From an optimization exercise on the open Yosys and OpenROAD flow, aimed at a short achievable clock period and few clock cycles; shortcuts taken in it are not production practice. Power is estimated from default activity; no workload was simulated.

==> inputs of v12 <==
==> flow/design.v (excerpt) <==
module top (
    input  wire        clk,
    input  wire        rst,
    output wire [31:0] imem_addr,
    input  wire [31:0] imem_rdata,
    output wire [31:0] dmem_addr,
    output wire [31:0] dmem_wdata,
    output wire [3:0]  dmem_wmask,
    output wire        dmem_wen,
    input  wire [31:0] dmem_rdata
);
    reg  [31:0] pc_f;
    localparam IB = 5;
    localparam NB = 1 << IB;
    reg             bv   [0:NB-1];
    reg  [29-IB:0]  btag [0:NB-1];
    reg  [29:0]     btgt [0:NB-1];
    reg  [1:0]      bctr [0:NB-1];
    reg         hit_d, pf_d;
    reg  [1:0]  ctr_d;
    reg         hit_e, jal_e;
    reg  [1:0]  ctr_e;
    reg  [31:0] pc_e, bt_e;
    reg         upd_m, hit_m, tk_m;
    reg  [1:0]  ctr_m;
    reg  [31:0] pc_m, bt_m;
    reg         v_d;
    reg  [31:0] ir_d;
    reg  [31:0] pc_d;
    reg         v_e;
    reg  [31:0] a_e, b_e, sd_e, link_e, alt_e;
    reg         we_e, ld_e, st_e, br_e, jalr_e, link_sel_e, pred_e;
    reg  [4:0]  rd_e;
    reg  [2:0]  f3_e;
    reg         sub_e, s_add_e, s_slt_e, s_sltu_e, s_xor_e, s_or_e, s_and_e, s_sll_e, s_srl_e, sra_e;
    reg         v_m;
    reg  [31:0] res_m, sd_m;
    reg  [3:0]  mask_m;
    reg         we_m, ld_m, st_m;
    reg  [4:0]  rd_m;
    reg  [2:0]  f3_m;
  ...
export LEC_CHECK = 0
export CAP_MARGIN = 20
export CORE_MARGIN = 2
export CORE_UTILIZATION = 40
export PLACE_DENSITY = 0.6
export SLEW_MARGIN = 20
create_clock -name core_clock -period 13.0 [get_ports {clk}]
standard.sh (not shown) runs the stock make flow with config.mk's settings and CLKGATE_MAP_FILE= SYNTH_SCRIPT=/design/flow/synth_recipe.tcl, a recipe that flattens the netlist after the stock synthesis.
==> flow/flow/run.sh <==
#!/bin/bash
# Standard ORFS layout (the standard.sh) with synthesis mapped for speed
# and timing repair aimed at a tighter internal target. The SDC is unchanged.
bash standard.sh finish ABC_CLOCK_PERIOD_IN_PS=3500 SETUP_SLACK_MARGIN=9 > standard.log 2>&1
==> v23 (differences from v12) <==
--- a/flow/design.v
+++ b/flow/design.v
@@ -5,17 +5,17 @@
     input  wire [31:0] imem_rdata,
     output wire [31:0] dmem_addr,
     output wire [31:0] dmem_wdata,
     output wire [3:0]  dmem_wmask,
     output wire        dmem_wen,
     input  wire [31:0] dmem_rdata
 );
     reg  [31:0] pc_f;
-    localparam IB = 5;
+    localparam IB = 3;
     localparam NB = 1 << IB;
     reg             bv   [0:NB-1];
     reg  [29-IB:0]  btag [0:NB-1];
     reg  [29:0]     btgt [0:NB-1];
     reg  [1:0]      bctr [0:NB-1];
     reg         hit_d, pf_d;
     reg  [1:0]  ctr_d;
     reg         hit_e, jal_e;
@@ -31,17 +31,17 @@
     reg  [31:0] a_e, b_e, sd_e, link_e, alt_e;
     reg         we_e, ld_e, st_e, br_e, jalr_e, link_sel_e, pred_e;
     reg  [4:0]  rd_e;
     reg  [2:0]  f3_e;
     reg         sub_e, s_add_e, s_slt_e, s_sltu_e, s_xor_e, s_or_e, s_and_e, s_sll_e, s_srl_e, sra_e;
     reg         v_m;
     reg  [31:0] res_m, sd_m;
     reg  [3:0]  mask_m;
-    reg         we_m, ld_m, st_m;
+    reg         we_m, ld_m, swen_m;
     reg  [4:0]  rd_m;
     reg  [2:0]  f3_m;
     reg  [31:0] rf [0:31];
     wire [31:0] mw = dmem_rdata;
     wire [1:0]  ma = res_m[1:0];
     wire [7:0]  lbyte = ma[1] ? (ma[0] ? mw[31:24] : mw[23:16]) : (ma[0] ? mw[15:8] : mw[7:0]);
     wire [15:0] lhalf = ma[1] ? mw[31:16] : mw[15:0];
     reg  [31:0] ldata;
@@ -52,39 +52,39 @@
             default: ldata = mw;
         endcase
     end
     wire [31:0] wb_m  = ld_m ? ldata : res_m;
     wire        wen_m = v_m & we_m;
     assign dmem_addr  = res_m;
     assign dmem_wdata = sd_m;
     assign dmem_wmask = mask_m;
-    assign dmem_wen   = v_m & st_m;
+    assign dmem_wen   = swen_m;
     always @(posedge clk) begin
         if (wen_m) rf[rd_m] <= wb_m;
     end
     wire [31:0] a  = a_e;
     wire [31:0] b  = b_e;
     wire [31:0] sd = sd_e;
     wire [31:0] sum  = sub_e ? a - b : a + b;
     wire        eq   = a == b;
     wire        ltu  = a < b;
     wire        lt   = $signed(a) < $signed(b);
     wire [31:0] sll  = a << b[4:0];
     wire [31:0] srl  = sra_e ? $unsigned($signed(a) >>> b[4:0]) : a >> b[4:0];
-    wire [31:0] res_e =
-        ({32{s_add_e}}  & sum) |
+    wire [31:0] res_o =
         ({32{s_slt_e}}  & {31'b0, lt}) |
         ({32{s_sltu_e}} & {31'b0, ltu}) |
         ({32{s_xor_e}}  & (a ^ b)) |
         ({32{s_or_e}}   & (a | b)) |
         ({32{s_and_e}}  & (a & b)) |
         ({32{s_sll_e}}  & sll) |
         ({32{s_srl_e}}  & srl) |
         ({32{link_sel_e}} & link_e);
+    wire [31:0] res_e = s_add_e ? sum : res_o;
     wire        cond    = f3_e[2] ? (f3_e[1] ? ltu : lt) : eq;
     wire        taken   = cond ^ f3_e[0];
     wire        mis_e   = v_e & ((br_e & (taken != pred_e)) | jalr_e);
     wire [31:0] tgt_e   = jalr_e ? {sum[31:1], 1'b0} : alt_e;
     wire [1:0]  ea = sum[1:0];
     wire [3:0]  mask_e = f3_e[1] ? 4'b1111 :
                          f3_e[0] ? (ea[1] ? 4'b1100 : 4'b0011) :
                          (4'b0001 << ea);
@@ -109,18 +109,22 @@
     wire use2 = d_br | d_st | d_op;
     wire d_we = ~d_br & ~d_st & (rd != 5'd0);
     wire [31:0] imm_i = {{20{ir_d[31]}}, ir_d[31:20]};
     wire [31:0] imm_s = {{20{ir_d[31]}}, ir_d[31:25], ir_d[11:7]};
     wire [31:0] imm_b = {{19{ir_d[31]}}, ir_d[31], ir_d[7], ir_d[30:25], ir_d[11:8], 1'b0};
     wire [31:0] imm_u = {ir_d[31:12], 12'b0};
     wire [31:0] imm_j = {{11{ir_d[31]}}, ir_d[31], ir_d[19:12], ir_d[20], ir_d[30:21], 1'b0};
     wire [31:0] imm   = d_st ? imm_s : d_upper ? imm_u : imm_i;
-    wire [31:0] r1 = (rs1 == 5'd0) ? 32'd0 : (wen_m && rd_m == rs1) ? wb_m : rf[rs1];
-    wire [31:0] r2 = (rs2 == 5'd0) ? 32'd0 : (wen_m && rd_m == rs2) ? wb_m : rf[rs2];
+    wire        bm1 = wen_m && rd_m == rs1 && rs1 != 5'd0;
+    wire        bm2 = wen_m && rd_m == rs2 && rs2 != 5'd0;
+    wire [31:0] r1 = (rs1 == 5'd0) ? 32'd0 : bm1 ? res_m : rf[rs1];
+    wire [31:0] r2 = (rs2 == 5'd0) ? 32'd0 : bm2 ? res_m : rf[rs2];
+    wire        bl1 = bm1 & ld_m;
+    wire        bl2 = bm2 & ld_m;
     wire fa_d = use1 & v_e & we_e & (rd_e == rs1);
     wire fb_d = (d_op | d_br) & v_e & we_e & (rd_e == rs2);
     wire fs_d = d_st & v_e & we_e & (rd_e == rs2);
     wire hz1 = use1 && we_e && rd_e == rs1;
     wire hz2 = use2 && we_e && rd_e == rs2;
     wire stall = v_d && v_e && ld_e && (hz1 || hz2);
     wire [31:0] pc4_d  = pc_d + 32'd4;
     wire [31:0] bt_d   = pc_d + (d_jal ? imm_j : imm_b);
@@ -136,38 +140,40 @@
     wire [IB-1:0] idx_f = pc_f[IB+1:2];
     wire        hit_f = bv[idx_f] && btag[idx_f] == pc_f[31:IB+2];
     wire [1:0]  ctr_f = bctr[idx_f];
     wire        pt_f  = hit_f & ctr_f[1];
     wire [31:0] npc_f = pt_f ? {btgt[idx_f], 2'b00} : pc4_f;
     wire [1:0]  ctr_up = tk_m ? (ctr_m == 2'b11 ? 2'b11 : ctr_m + 2'b01)
                               : (ctr_m == 2'b00 ? 2'b00 : ctr_m - 2'b01);
     integer bi;
-    always @(posedge clk or posedge rst) begin
+    always @(posedge clk) begin
         if (rst) begin
             for (bi = 0; bi < NB; bi = bi + 1) bv[bi] <= 1'b0;
         end else if (v_m && upd_m && (tk_m || hit_m)) begin
             bv[pc_m[IB+1:2]] <= 1'b1;
         end
     end
     always @(posedge clk) begin
         if (v_m && upd_m && (tk_m || hit_m)) begin
             btag[pc_m[IB+1:2]] <= pc_m[31:IB+2];
             btgt[pc_m[IB+1:2]] <= bt_m[31:2];
             bctr[pc_m[IB+1:2]] <= hit_m ? ctr_up : 2'b10;
         end
     end
-    always @(posedge clk or posedge rst) begin
+    always @(posedge clk) begin
         if (rst) begin
-            pc_f <= 32'h80000000;
-            v_d  <= 1'b0;
-            v_e  <= 1'b0;
-            v_m  <= 1'b0;
+            pc_f  <= 32'h80000000;
+            v_d   <= 1'b0;
+            v_e   <= 1'b0;
+            v_m   <= 1'b0;
+            swen_m <= 1'b0;
         end else begin
-            v_m <= v_e & ~ (1'b0);
+            v_m   <= v_e;
+            swen_m <= v_e & st_e;
             if (mis_e) begin
                 pc_f <= tgt_e;
                 v_d  <= 1'b0;
                 v_e  <= 1'b0;
             end else if (stall) begin
                 v_e  <= 1'b0;
             end else begin
                 v_e  <= v_d;
@@ -177,27 +183,33 @@
                 end else begin
                     pc_f <= npc_f;
                     v_d  <= 1'b1;
                 end
             end
         end
     end
     always @(posedge clk) begin
-        if (!stall || mis_e) begin
+        if (!stall) begin
             ir_d <= imem_rdata;
             pc_d <= pc_f;
             hit_d <= hit_f;
             pf_d  <= pt_f;
             ctr_d <= ctr_f;
         end
-        if (!stall) begin
-            a_e    <= fa_d ? res_e : (d_auipc ? pc_d : d_lui ? 32'd0 : r1);
-            b_e    <= fb_d ? res_e : ((d_op | d_br) ? r2 : imm);
-            sd_e   <= fs_d ? res_e : r2;
+        begin
+            a_e    <= ({32{fa_d & s_add_e}} & sum) | ({32{fa_d & ~s_add_e}} & res_o) |
+                      ({32{~fa_d & ~d_upper & bl1}} & ldata) |
+                      ({32{~fa_d & ~(~d_upper & bl1)}} & (d_auipc ? pc_d : d_lui ? 32'd0 : r1));
+            b_e    <= ({32{fb_d & s_add_e}} & sum) | ({32{fb_d & ~s_add_e}} & res_o) |
+                      ({32{~fb_d & (d_op | d_br) & bl2}} & ldata) |
+                      ({32{~fb_d & ~((d_op | d_br) & bl2)}} & ((d_op | d_br) ? r2 : imm));
+            sd_e   <= ({32{fs_d & s_add_e}} & sum) | ({32{fs_d & ~s_add_e}} & res_o) |
+                      ({32{~fs_d & bl2}} & ldata) |
+                      ({32{~fs_d & ~bl2}} & r2);
             link_e <= pc4_d;
             alt_e  <= pred_d ? pc4_d : bt_d;
             we_e   <= d_we;
             ld_e   <= d_ld;
             st_e   <= d_st;
             br_e   <= d_br;
             jalr_e <= d_jalr;
             pred_e <= pred_d;
@@ -220,17 +232,16 @@
             s_srl_e  <= arith & f3 == 3'b101;
             sra_e    <= ir_d[30];
         end
         res_m  <= res_e;
         sd_m   <= sdata_e;
         mask_m <= mask_e;
         we_m   <= we_e;
         ld_m   <= ld_e;
-        st_m   <= st_e;
         rd_m   <= rd_e;
         f3_m   <= f3_e;
         upd_m  <= br_e | jal_e;
         tk_m   <= jal_e | taken;
         hit_m  <= hit_e;
         ctr_m  <= ctr_e;
         pc_m   <= pc_e;
         bt_m   <= bt_e;
==> flow/config.mk (replaced) <==
export PLATFORM = sky130hd
export DESIGN_NAME = top
export DESIGN_NICKNAME = top
export VERILOG_FILES = /design/flow/design.v
export SDC_FILE = /design/flow/constraint.sdc
export NUM_CORES = 4
export LEC_CHECK = 0
export CAP_MARGIN = 20
export CORE_MARGIN = 2
export CORE_UTILIZATION = 55
export PLACE_DENSITY = 0.65
export SLEW_MARGIN = 20
==> summary.txt <==
|  | v23 | v12 |
|---|---|---|
| Area growth from synthesis to layout | 17.4% | 19.8% |
| Wire length on met3 | 37600 µm | 53600 µm |
| TritonCTS Buffers | 200 | 356 |
| Core ar. | 0.171 mm² | 0.369 mm² |
| Worst setup endpoint | rf[22][31] | imem_addr[2] |
| Total routing resource utilization after global routing | 38.0% | 27.5% |
| Worst-case vdd ir drop | 151 µV | 123 µV |
| Post-CTS setup buffers | 180 | 338 |
| Netlist area before placement | 0.0944 mm² | 0.149 mm² |
| Status | complete, no violations | complete, no violations |
| Sequential share of power | 45.5% | 41.6% |
| R2R setup slack | 8.98 ns | 8.52 ns |
| Combinational logic power | 3.42 mW | 11.7 mW |
| Worst path arrival time | 4.65 ns | 1.88 ns |
| Die Y-Extent | 418 µm | 613 µm |
| Start point of the critical path | dmem_rdata[31] | pc_f[2] |
| Placed Cells | 8366 | 13.1k |
No functional check of the RTL was part of any run of this note.

-- what the ideal ports hide --
The flow's constraints put no driver on any port. The routed layouts listed below were extracted and timed again, unchanged, in two steps. Step 1 sets driving cells, clkbuf_16 on the clock port and buf_2 on the other inputs (assumed; they add their load-dependent delay and slew). Step 2 adds t to the input delays and takes it off the output delays; t is the mean of the earliest and latest rising clock arrival at the registers after step 1. Input paths then give back, and output paths get back, about the clock's delay inside the block. Slacks: ideal / step 1 / step 2; pairs: ideal / step 1.
run | t (ns) | setup slack, ns | worst setup path after step 2
v12 | 1.008 | 8.517 / 8.415 / 7.807 | input to register
v23 | 0.924 | 8.913 / 8.870 / 8.052 | input to register
After both steps every run listed still meets setup and hold. The setup slack of v23, which loses most, moves by -0.043 ns with the drivers and by -0.861 ns with both steps.
